What follows belongs to an exercise in optimizing a design on an open flow for small area, a short achievable clock period and few clock cycles; a production flow would make more cautious choices. No activity file was given, so power comes from the tool's default toggle rates.

Setup of v6:
==> module CORDIC, before the edit <==
module CORDIC #(parameter integer W = 32)
(
    input wire clk,
    input wire start,
    input wire signed [31:0] x,
    input wire signed [31:0] y,
    output wire signed [W-1:0]phi,
    output wire done
);
reg [31:0] xr;
reg [31:0] yr;
reg [31:0] z;
reg [4:0] cnt;
reg dn;
reg b27;
reg [1:0] c0;
wire d = yr[31];
wire [31:0] xs, ys, xn, yn, zn;
cordic_shr u_shx (.a(yr), .s({cnt[4:1], c0[0]}), .o(xs));
cordic_shr u_shy (.a(xr), .s({cnt[4:1], ~c0[1]}), .o(ys));
cordic_addsub u_addx (.a(xr), .b(xs), .inv(d), .o(xn));
cordic_addsub u_addy (.a(yr), .b(ys), .inv(~d), .o(yn));
wire [31:0] atab =
    ({32{cnt == 5'd0}} & 32'h6487ed52) |
    ({32{cnt == 5'd1}} & 32'h3b58ce0a) |
    ({32{cnt == 5'd2}} & 32'h1f5b75fa) |
    ({32{cnt == 5'd3}} & 32'h0feadd4e) |
    ({32{cnt == 5'd4}} & 32'h07fd56ee) |
    ({32{cnt == 5'd5}} & 32'h03ffaab8) |
    ({32{cnt == 5'd6}} & 32'h01fff556) |
    ({32{cnt == 5'd7}} & 32'h00fffeaa) |
    ({32{cnt == 5'd8}} & 32'h007fffd6) |
    ({32{cnt == 5'd9}} & 32'h003ffffa) |
    ({32{cnt == 5'd10}} & 32'h00200000) |
    ({32{cnt == 5'd11}} & 32'h00100000) |
    ({32{cnt == 5'd12}} & 32'h00080000) |
    ({32{cnt == 5'd13}} & 32'h00040000) |
    ({32{cnt == 5'd14}} & 32'h00020000) |
    ({32{cnt == 5'd15}} & 32'h00010000) |
    ({32{cnt == 5'd16}} & 32'h00008000) |
    ({32{cnt == 5'd17}} & 32'h00004000) |
    ({32{cnt == 5'd18}} & 32'h00002000) |
    ({32{cnt == 5'd19}} & 32'h00001000) |
    ({32{cnt == 5'd20}} & 32'h00000800) |
    ({32{cnt == 5'd21}} & 32'h00000400) |
    ({32{cnt == 5'd22}} & 32'h00000200) |
    ({32{cnt == 5'd23}} & 32'h00000100) |
    ({32{cnt == 5'd24}} & 32'h00000080) |
    ({32{cnt == 5'd25}} & 32'h00000040) |
    ({32{cnt == 5'd26}} & 32'h00000020);
wire [31:0] za = (d | dn) ? 32'h0 : atab;
cordic_add u_addz (.a(z), .b(za), .o(zn));
wire [27:0] phi_hi = z[31:4] + {27'd0, b27};
assign phi = {phi_hi, z[3:0]};
assign done = dn;
always @(posedge clk) begin
    if (start) begin
        xr  <= x;
        yr  <= y;
        z   <= 32'h906dfdfb;
    end else begin
        xr  <= xn;
        yr  <= yn;
        z   <= zn;
    end
    if (start) begin
        cnt <= 5'd0;
        dn  <= 1'b0;
        c0[0] <= 1'b0;
        c0[1] <= 1'b1;
    end else if (!dn) begin
        cnt <= cnt + 5'd1;
        dn  <= (cnt == 5'd26);
        b27 <= ~yn[31];
        c0[0] <= ~c0[0];
        c0[1] <= ~c0[1];
    end
end
endmodule
==> module cordic_addsub, before the edit <==
module cordic_addsub (input wire [31:0] a, input wire [31:0] b, input wire inv, output wire [31:0] o);
wire [31:0] ax;
cordic_xor u_x (.a(a), .s(inv), .o(ax));
wire [31:0] p, g;
cordic_pgx u_pg (.a(a), .ax(ax), .b(b), .cin(inv), .p(p), .g(g));
cordic_pfx u_pfx (.p(p), .g(g), .cin(inv), .o(o));
endmodule
==> module cordic_xor, before the edit <==
module cordic_xor (input wire [31:0] a, input wire s, output wire [31:0] o);
assign o = a ^ {32{s}};
endmodule
==> module cordic_pgx, before the edit <==
module cordic_pgx (input wire [31:0] a, input wire [31:0] ax, input wire [31:0] b, input wire cin, output wire [31:0] p, output wire [31:0] g);
assign p = ax ^ b;
wire [31:0] g1 = a & ~p;
assign g = {g1[31:1], g1[0] | (p[0] & cin)};
endmodule
==> flow/config.mk <==
export PLATFORM = sky130hd
export DESIGN_NAME = CORDIC
export DESIGN_NICKNAME = CORDIC
export VERILOG_FILES = /design/flow/design.v
export SDC_FILE = /design/flow/constraint.sdc
export NUM_CORES = 4
export LEC_CHECK = 0
export ABC_AREA = 1
export CAP_MARGIN = 20
export CORE_MARGIN = 2
export CORE_UTILIZATION = 40
export SETUP_SLACK_MARGIN = 4
export SLEW_MARGIN = 20
export SYNTH_HIERARCHICAL = 1
export SYNTH_MINIMUM_KEEP_SIZE = 0
==> flow/constraint.sdc <==
create_clock -name core_clock -period 7.5 [get_ports {clk}]
set_input_delay 1.5000 -clock core_clock [delete_from_list [all_inputs] [get_ports {clk}]]
set_output_delay 1.5000 -clock core_clock [all_outputs]
set_load 0.01 [all_outputs]
run.sh (not shown) runs the stock make flow with config.mk's settings and CLKGATE_MAP_FILE= SYNTH_SCRIPT=/design/flow/synth_recipe.tcl, a recipe that flattens the netlist after the stock synthesis.
v6 has completed all stages; timing, DRC and antenna checks passed.
Modified inputs, v7 compared to v6
-- flow/design.v --
<<< v6, line 14
reg dn;
reg b27;
reg [1:0] c0;
wire d = yr[31];
wire [31:0] xs, ys, xn, yn, zn;
cordic_shr u_shx (.a(yr), .s({cnt[4:1], c0[0]}), .o(xs));
cordic_shr u_shy (.a(xr), .s({cnt[4:1], ~c0[1]}), .o(ys));
cordic_addsub u_addx (.a(xr), .b(xs), .inv(d), .o(xn));
cordic_addsub u_addy (.a(yr), .b(ys), .inv(~d), .o(yn));
>>> v7, line 14
reg dn;
reg b27;
wire d = yr[31];
wire [31:0] xs, ys, xn, yn, zn;
cordic_shr u_shx (.a(yr), .s({cnt[4:1], cnt[0]}), .o(xs));
cordic_shr u_shy (.a(xr), .s({cnt[4:1], cnt[0]}), .o(ys));
cordic_addsub u_addx (.a(xr), .b(xs), .inv(d), .o(xn));
cordic_addsub u_addy (.a(yr), .b(ys), .inv(~d), .o(yn));
<<< v6, line 67
        cnt <= 5'd0;
        dn  <= 1'b0;
        c0[0] <= 1'b0;
        c0[1] <= 1'b1;
    end else if (!dn) begin
        cnt <= cnt + 5'd1;
        dn  <= (cnt == 5'd26);
        b27 <= ~yn[31];
        c0[0] <= ~c0[0];
        c0[1] <= ~c0[1];
    end
end
>>> v7, line 66
        cnt <= 5'd0;
        dn  <= 1'b0;
    end else if (!dn) begin
        cnt <= cnt + 5'd1;
        dn  <= (cnt == 5'd26);
        b27 <= ~yn[31];
    end
end
<<< v6, line 87
endmodule
module cordic_addsub (input wire [31:0] a, input wire [31:0] b, input wire inv, output wire [31:0] o);
wire [31:0] ax;
cordic_xor u_x (.a(a), .s(inv), .o(ax));
wire [31:0] p, g;
cordic_pgx u_pg (.a(a), .ax(ax), .b(b), .cin(inv), .p(p), .g(g));
cordic_pfx u_pfx (.p(p), .g(g), .cin(inv), .o(o));
endmodule
module cordic_xor (input wire [31:0] a, input wire s, output wire [31:0] o);
assign o = a ^ {32{s}};
endmodule
module cordic_pgx (input wire [31:0] a, input wire [31:0] ax, input wire [31:0] b, input wire cin, output wire [31:0] p, output wire [31:0] g);
assign p = ax ^ b;
wire [31:0] g1 = a & ~p;
assign g = {g1[31:1], g1[0] | (p[0] & cin)};
endmodule
module cordic_pfx (input wire [31:0] p, input wire [31:0] g, input wire cin, output wire [31:0] o);
>>> v7, line 82
endmodule
module cordic_addsub (input wire [31:0] a, input wire [31:0] b, input wire inv, output wire [31:0] o);
wire [31:0] bx = b ^ {32{inv}};
wire [31:0] p, g;
cordic_pg u_pg (.a(a), .b(bx), .cin(inv), .p(p), .g(g));
cordic_pfx u_pfx (.p(p), .g(g), .cin(inv), .o(o));
endmodule
module cordic_pg (input wire [31:0] a, input wire [31:0] b, input wire cin, output wire [31:0] p, output wire [31:0] g);
assign p = a ^ b;
assign g = {a[31:1] & b[31:1], (a[0] & b[0]) | ((a[0] ^ b[0]) & cin)};
endmodule
module cordic_pfx (input wire [31:0] p, input wire [31:0] g, input wire cin, output wire [31:0] o);
Every run in the comparison, v7 and v6, completed the flow with a clean layout.
v7: static leakage is about 4% lower than what v6 reported.
v7 ends up with higher power than v6 does.
Across both runs, switching share of total power was lower for v7 than for v6.
What v6 reported for number of vias in the routed layout has to be multiplied by 0.949 to get the figure for v7.
[compare] base=v6 new=v7: first-pass GRT wire length now smaller, fraction of area in multi-input gates moved up, final worst slack fell 0.097 ns, cell count after placement went down about 11%, post-synthesis cell count has decreased.
Function was not checked in any run of this note: the RTL went through the layout flow alone.

-- separate check: timing with driven ports --
How much do the figures lean on ideal ports? The routed layouts below were timed once more, with nothing changed but the port constraints.
Step 1 sets driving cells, clkbuf_16 on the clock port and buf_2 on the other inputs (assumed; they add their load-dependent delay and slew).
Step 2 times the ports against the registers' clock, not the clock port: input delays grow and output delays shrink by t, the midpoint of the rising clock arrivals with the driver on.
a / b / c = ideal / step 1 / step 2; a / b = the first two.
run | t, ns | slack for setup (ns) | slew at the worst register clock pin (ns)
v6 | 0.451 | 3.979 / 3.924 / 3.980 | 0.09 / 0.09
v7 | 0.446 | 3.882 / 3.882 / 3.882 | 0.09 / 0.09
After both steps setup and hold are still met in every run listed.
